Source: an optimization exercise on an open RTL-to-GDS flow (aim: small area). Production flows keep margins and buffers that such runs may drop.
RTL that was checked went through simulation tests only; none was proved equivalent to the original.
Power is estimated from default activity; no workload was simulated.

==> flow/design.v (excerpt) <==
module calc_logic(
   input clk,
   input rst,
   input [4:0] keycode,
   input newkey,
   output [15:0] Xdisplay,
   output LED_NEG_digit,
   output LED_OVW
   );
clock: 8.0 ns
lec_check: 0
cap_margin: 20
core_margin: 2
core_utilization: 40
cts_buf_list: sky130_fd_sc_hd__clkbuf_8
slew_margin: 20
synth_hierarchical: 1
synth_minimum_keep_size: 0
standard.sh (not shown) runs the stock make flow with config.mk's settings and CLKGATE_MAP_FILE= SYNTH_SCRIPT=/design/flow/synth_recipe.tcl, a recipe that flattens the netlist after the stock synthesis.
==> flow/flow/run.sh <==
#!/bin/bash
# Standard ORFS layout (the standard.sh, standard synthesis unchanged) with three
# layout-only tweaks: plain buf_1 port buffers, no CTS dummy loads, and a power/area
# recovery pass (downsizing of gates off the critical path) after global routing.
set -euo pipefail
bash standard.sh \
  "BUFFER_PORTS_ARGS=-buffer_cell sky130_fd_sc_hd__buf_1" \
  "CTS_ARGS=-sink_clustering_enable -repair_clock_nets -buf_list sky130_fd_sc_hd__clkbuf_8 -dont_use_dummy_load" \
  "RECOVER_POWER=100" \
  finish > flow_make.log 2>&1
Then changed:
==> flow/run.sh (new file) <==
#!/bin/bash
# synth_recipe.tcl (not shown) runs the flow's synth.tcl, then flattens the netlist and writes it again
# the make line also repeats each setting of config.mk as NAME=value (left out here)
make -C /OpenROAD-flow-scripts/flow DESIGN_CONFIG=/design/flow/config.mk WORK_HOME=/design/flow/orfs CLKGATE_MAP_FILE= SYNTH_SCRIPT=/design/flow/synth_recipe.tcl finish
CTS_BUF_LIST = sky130_fd_sc_hd__clkbuf_4   (was sky130_fd_sc_hd__clkbuf_8)
CTS_CLUSTER_SIZE = 8   (was not set)
removed: flow/flow/run.sh
removed: flow/standard.sh
The new run ran to the end with no violations. Die area stays the same. Routed wire length falls by 0.32%. Non-clock buffer count went up by 9. Critical path depth goes up by 4. Sequential cell count does not change.

* * *

calc_logic again, from the RTL that the note above started with.
Settings: LEC_CHECK=0, CAP_MARGIN=20, CORE_MARGIN=2, CORE_UTILIZATION=40, CTS_BUF_LIST=sky130_fd_sc_hd__clkbuf_4, SLEW_MARGIN=20, SYNTH_HIERARCHICAL=1, SYNTH_MINIMUM_KEEP_SIZE=0; clock period 8.0 ns.
run.sh (not shown) runs the stock make flow with config.mk's settings and CLKGATE_MAP_FILE= SYNTH_SCRIPT=/design/flow/synth_recipe.tcl, a recipe that flattens the netlist after the stock synthesis.
Stock flow here: none of the scripts above is used.
The baseline completed without violations.
Change:
- CTS_BUF_LIST: sky130_fd_sc_hd__clkbuf_4 -> sky130_fd_sc_hd__clkbuf_8
Setup slack got worse by 0.059 ns.
Area after synthesis does not change.
Design area hardly moves.
Clock-buffer cell count went down by 2.
First-iteration DRC count went down by 11%.

* * *

== wip/nickel ==
Another version of the RTL of calc_logic (not shown whole).
Size: roughly 26 I/O pins, ~0.0049 mm2 of cells after synthesis.
==> flow/config.mk <==
export PLATFORM = sky130hd
export DESIGN_NAME = calc_logic
export DESIGN_NICKNAME = calc_logic
export VERILOG_FILES = /design/flow/design.v
export SDC_FILE = /design/flow/constraint.sdc
export NUM_CORES = 4
export LEC_CHECK = 0
export CAP_MARGIN = 20
export CORE_MARGIN = 2
export CORE_UTILIZATION = 40
export SLEW_MARGIN = 20
export SYNTH_HIERARCHICAL = 1
export SYNTH_MINIMUM_KEEP_SIZE = 0
==> flow/constraint.sdc <==
create_clock -name core_clock -period 8.0 [get_ports {clk}]
set_input_delay 1.6000 -clock core_clock [delete_from_list [all_inputs] [get_ports {clk}]]
set_output_delay 1.6000 -clock core_clock [all_outputs]
set_load 0.01 [all_outputs]
standard.sh (not shown) runs the stock make flow with config.mk's settings and CLKGATE_MAP_FILE= SYNTH_SCRIPT=/design/flow/synth_recipe.tcl, a recipe that flattens the netlist after the stock synthesis.
==> flow/flow/run.sh <==
#!/bin/bash
# Standard ORFS layout (the standard.sh, standard synthesis unchanged) with two
# layout-only tweaks: plain buf_1 port buffers and no CTS dummy loads.
set -euo pipefail
bash standard.sh \
  "BUFFER_PORTS_ARGS=-buffer_cell sky130_fd_sc_hd__buf_1" \
  "CTS_ARGS=-sink_clustering_enable -repair_clock_nets -buf_list sky130_fd_sc_hd__clkbuf_8 -dont_use_dummy_load" \
  "GPL_KEEP_OVERFLOW=0" \
  finish > flow_make.log 2>&1
wip/nickel finished every stage and its layout cleared the timing, DRC and antenna checks.
Modified inputs, wip/tundra compared to wip/nickel
-- flow/flow/run.sh --
<<< wip/nickel, line 2
# Standard ORFS layout (the standard.sh, standard synthesis unchanged) with two
# layout-only tweaks: plain buf_1 port buffers and no CTS dummy loads.
>>> wip/tundra, line 2
# Standard ORFS layout (the standard.sh, standard synthesis unchanged) with three
# layout-only tweaks: plain buf_1 port buffers, no CTS dummy loads, and a power/area
# recovery pass (downsizing of gates off the critical path) after global routing.
<<< wip/nickel, line 8
  "GPL_KEEP_OVERFLOW=0" \
>>> wip/tundra, line 9
  "RECOVER_POWER=100" \
--- outcome ---
Data arrival at the endpoint of the critical path for wip/tundra is lower than for wip/nickel. Diff wip/nickel -> wip/tundra: global-route wire length before repair has increased, reported leakage power has remained practically unchanged, sequential area share after synthesis has remained practically unchanged, power density over cell area has remained practically unchanged. Looking only at clock network power share, and setting everything else aside, the lower value of wip/tundra and wip/nickel goes to wip/tundra. Changes observed in wip/tundra relative to wip/nickel: share of final-layout standard cells stronger than drive strength 1 -2.4 points, clock buffer and inverter area fraction after layout ~0 delta.
For wip/yarrow, these inputs were changed with respect to wip/tundra:
==> flow/flow/run.sh <==
#!/bin/bash
# Standard ORFS layout (the standard.sh, standard synthesis unchanged) with two
# layout-only tweaks: plain buf_1 port buffers and no CTS dummy loads.
set -euo pipefail
bash standard.sh \
  "BUFFER_PORTS_ARGS=-buffer_cell sky130_fd_sc_hd__buf_1" \
  "CTS_ARGS=-sink_clustering_enable -repair_clock_nets -buf_list sky130_fd_sc_hd__clkbuf_8 -dont_use_dummy_load" \
  finish > flow_make.log 2>&1
--- outcome ---
- Comparing wip/tundra and wip/yarrow, first-pass iteration count of the detailed router is higher on wip/tundra.
- wip/yarrow reached the final stage; the timing, DRC and antenna checks on its layout passed.
- wip/tundra and wip/yarrow ended up with nearly the same routed via count.
- Critical path depth ends up higher on wip/tundra.
- Against wip/tundra as the reference, wip/yarrow delivers a higher combinational power.
- Run comparison: wip/yarrow launch point of the critical path newkey; wip/tundra launch point of the critical path keycode[4]
- Compared with wip/tundra, in wip/yarrow count of clock-buffer cells in the layout about even, final routed wirelength across all metal layers has remained practically unchanged, clock-cell share of area essentially unchanged, power share of the clock group neither gained nor lost much, final critical path time including I/O delays and setup fell by 39 ps.

* * *

Another version of the RTL of calc_logic (not shown whole).
Size in the first run: ~26 I/O pins.
Settings: LEC_CHECK=0, CAP_MARGIN=20, CORE_MARGIN=2, CORE_UTILIZATION=40, SLEW_MARGIN=20, SYNTH_HIERARCHICAL=1, SYNTH_MINIMUM_KEEP_SIZE=0; clock period 8.0 ns.
==> flow/flow/run.sh <==
#!/bin/bash
# Standard ORFS layout (the standard.sh, standard synthesis unchanged) with two
# layout-only tweaks: plain buf_1 port buffers and no CTS dummy loads.
set -euo pipefail
bash standard.sh \
  "BUFFER_PORTS_ARGS=-buffer_cell sky130_fd_sc_hd__buf_1" \
  "CTS_ARGS=-sink_clustering_enable -repair_clock_nets -buf_list sky130_fd_sc_hd__clkbuf_8 -dont_use_dummy_load" \
  finish > flow_make.log 2>&1
Next try:
==> flow/flow/run.sh (replaced) <==
#!/bin/bash
# Standard ORFS layout (the standard.sh, standard synthesis unchanged) with three
# layout-only tweaks: plain buf_1 port buffers, no CTS dummy loads, and a power/area
# recovery pass (downsizing of gates off the critical path) after global routing.
set -euo pipefail
bash standard.sh \
  "BUFFER_PORTS_ARGS=-buffer_cell sky130_fd_sc_hd__buf_1" \
  "CTS_ARGS=-sink_clustering_enable -repair_clock_nets -buf_list sky130_fd_sc_hd__clkbuf_8 -dont_use_dummy_load" \
  "RECOVER_POWER=100" \
  finish > flow_make.log 2>&1
Now the flow reached the layout checks and failed them: max-capacitance violations, max-slew violations.
Die area does not change.
Hold slack stays flat.
Combinational power stays flat.
Core utilization hardly moves.
Synthesized cell count stays the same.
Power hardly moves.
Worst setup slack is about the same.
Non-clock buffer count stays the same.
Area after synthesis stays the same.
No functional check of the RTL was part of any run of this note.

* * *

calc_logic, a different RTL version from the one above (not shown whole).
Size: about 38 flip-flops, about 26 I/O pins, about 5000 sq um of cells after synthesis.
export LEC_CHECK = 0
export CAP_MARGIN = 0
export CORE_MARGIN = 2
export CORE_UTILIZATION = 40
export SLEW_MARGIN = 0
export SYNTH_HIERARCHICAL = 1
export SYNTH_MINIMUM_KEEP_SIZE = 0
create_clock -name core_clock -period 8.0 [get_ports {clk}]
==> flow/flow/run.sh <==
#!/bin/bash
# Standard ORFS layout (the standard.sh, standard synthesis unchanged) with two
# layout-only tweaks: plain buf_1 port buffers and no CTS dummy loads.
set -euo pipefail
bash standard.sh \
  "BUFFER_PORTS_ARGS=-buffer_cell sky130_fd_sc_hd__buf_1" \
  "CTS_ARGS=-sink_clustering_enable -repair_clock_nets -buf_list sky130_fd_sc_hd__clkbuf_8 -dont_use_dummy_load" \
  finish > flow_make.log 2>&1
Then changed:
==> flow/flow/run.sh (replaced) <==
#!/bin/bash
# Standard ORFS layout (the standard.sh, standard synthesis unchanged) with two
# layout-only tweaks: plain buf_1 port buffers and no CTS dummy loads.
set -euo pipefail
bash standard.sh \
  "BUFFER_PORTS_ARGS=-buffer_cell sky130_fd_sc_hd__buf_1" \
  "CTS_ARGS=-sink_clustering_enable -repair_clock_nets -buf_list sky130_fd_sc_hd__clkbuf_16 -dont_use_dummy_load -sink_clustering_size 40 -sink_clustering_max_diameter 500" \
  finish > flow_make.log 2>&1
--- a/flow/config.mk
+++ b/flow/config.mk
@@ -6,8 +6,8 @@
 export NUM_CORES = 4
 export LEC_CHECK = 0
-export CAP_MARGIN = 0
+export CAP_MARGIN = 20
 export CORE_MARGIN = 2
 export CORE_UTILIZATION = 40
-export SLEW_MARGIN = 0
+export SLEW_MARGIN = 20
 export SYNTH_HIERARCHICAL = 1
 export SYNTH_MINIMUM_KEEP_SIZE = 0
The new run finished clean.
Global-route usage barely changes.
Routed wire length shrinks by 0.69%.
Combinational power barely changes.
Clock power grows by about 50%.
Setup slack gets worse by 0.0079 ns.
Then changed:
==> flow/flow/run.sh (replaced) <==
#!/bin/bash
# Standard ORFS layout (the standard.sh, standard synthesis unchanged) with two
# layout-only tweaks: plain buf_1 port buffers and no CTS dummy loads.
set -euo pipefail
bash standard.sh \
  "BUFFER_PORTS_ARGS=-buffer_cell sky130_fd_sc_hd__buf_1" \
  "CTS_ARGS=-sink_clustering_enable -repair_clock_nets -buf_list sky130_fd_sc_hd__clkbuf_8 -dont_use_dummy_load -sink_clustering_size 20 -sink_clustering_max_diameter 300" \
  finish > flow_make.log 2>&1
- The new run went through all stages and came out clean
- global-route usage barely changes
- worst hold slack stays flat
- worst setup slack got worse by 0.015 ns
- final cell count does not change
Then changed:
==> flow/flow/run.sh (replaced) <==
#!/bin/bash
# Standard ORFS layout (the standard.sh, standard synthesis unchanged) with three
# layout-only tweaks: plain buf_1 port buffers, no CTS dummy loads, and a power/area
# recovery pass (downsizing of gates off the critical path) after global routing.
set -euo pipefail
bash standard.sh \
  "BUFFER_PORTS_ARGS=-buffer_cell sky130_fd_sc_hd__buf_1" \
  "CTS_ARGS=-sink_clustering_enable -repair_clock_nets -buf_list sky130_fd_sc_hd__clkbuf_8 -dont_use_dummy_load" \
  "RECOVER_POWER=100" \
  finish > flow_make.log 2>&1
Effect: The new run produced a clean layout. Clock power is about the same. Wire length barely changes. First-iteration DRC count climbs by a few percent. Worst setup slack is better by 0.029 ns. Non-clock buffer count stays the same.
Then changed:
==> flow/flow/run.sh (replaced) <==
#!/bin/bash
# Standard ORFS layout (the standard.sh, standard synthesis unchanged) with two
# layout-only tweaks: plain buf_1 port buffers and no CTS dummy loads.
set -euo pipefail
bash standard.sh \
  "BUFFER_PORTS_ARGS=-buffer_cell sky130_fd_sc_hd__buf_1" \
  "CTS_ARGS=-sink_clustering_enable -repair_clock_nets -buf_list sky130_fd_sc_hd__clkbuf_8 -dont_use_dummy_load" \
  finish > flow_make.log 2>&1
--- a/flow/config.mk
+++ b/flow/config.mk
@@ -8,5 +8,5 @@
 export CAP_MARGIN = 20
 export CORE_MARGIN = 2
-export CORE_UTILIZATION = 40
+export CORE_UTILIZATION = 30
 export SLEW_MARGIN = 20
 export SYNTH_HIERARCHICAL = 1
Clock skew is higher by 0.013 ns. First-iteration DRC count is higher by about 15%. Design area is higher by about 1.4%. Hold slack got worse by 0.0066 ns. Utilization is lower by 11 points. Register-to-register slack got worse by 0.03 ns. Clock-buffer cell count does not change. Clock power is lower by about 8%. Sequential power is lower by about 3%. Setup slack got worse by 0.018 ns.

## separate check: timing with driven ports
In the flow no input, the clock included, has a driving cell. The finished layouts below were timed again as built, in two steps. Step 1, drivers: a clkbuf_16 drives clk and a buf_2 each remaining input, both assumed. Step 2 moves the port delays by t, midway between the first and last clock arrival at a register: inputs arrive t later, outputs are due t later. That takes back most of the time a late clock gives input paths. a / b / c = no drivers / after step 1 / after step 2; a / b = the first two.
run	shift t [ns]	setup WS [ns]	worst setup path at the end	cell pins on the clock port's net
the first run of note 1	0.325	0.632 / 0.639 / 0.315	input to register	1
the second run of note 1	0.395	0.605 / 0.617 / 0.222	input to register	1
the first run of note 2	0.395	0.605 / 0.617 / 0.222	input to register	1
the second run of note 2	0.336	0.545 / 0.553 / 0.218	input to register	1
wip/nickel	0.330	0.265 / 0.278 / -0.052	input to register	1
wip/tundra	0.322	0.416 / 0.428 / 0.106	input to register	1
wip/yarrow	0.322	0.455 / 0.465 / 0.143	input to register	1
the first run of note 4	0.331	0.367 / 0.374 / 0.043	input to register	1
the second run of note 4	0.331	0.368 / 0.376 / 0.046	input to register	1
the first run of note 5	0.319	0.430 / 0.437 / 0.118	input to register	1
the second run of note 5	0.312	0.422 / 0.432 / 0.120	input to register	1
the third run of note 5	0.318	0.407 / 0.414 / 0.096	input to register	1
the fourth run of note 5	0.320	0.436 / 0.443 / 0.123	input to register	1
the fifth run of note 5	0.336	0.418 / 0.430 / 0.094	input to register	1
With both steps, setup timing fails in wip/nickel, where it was met with ideal ports.
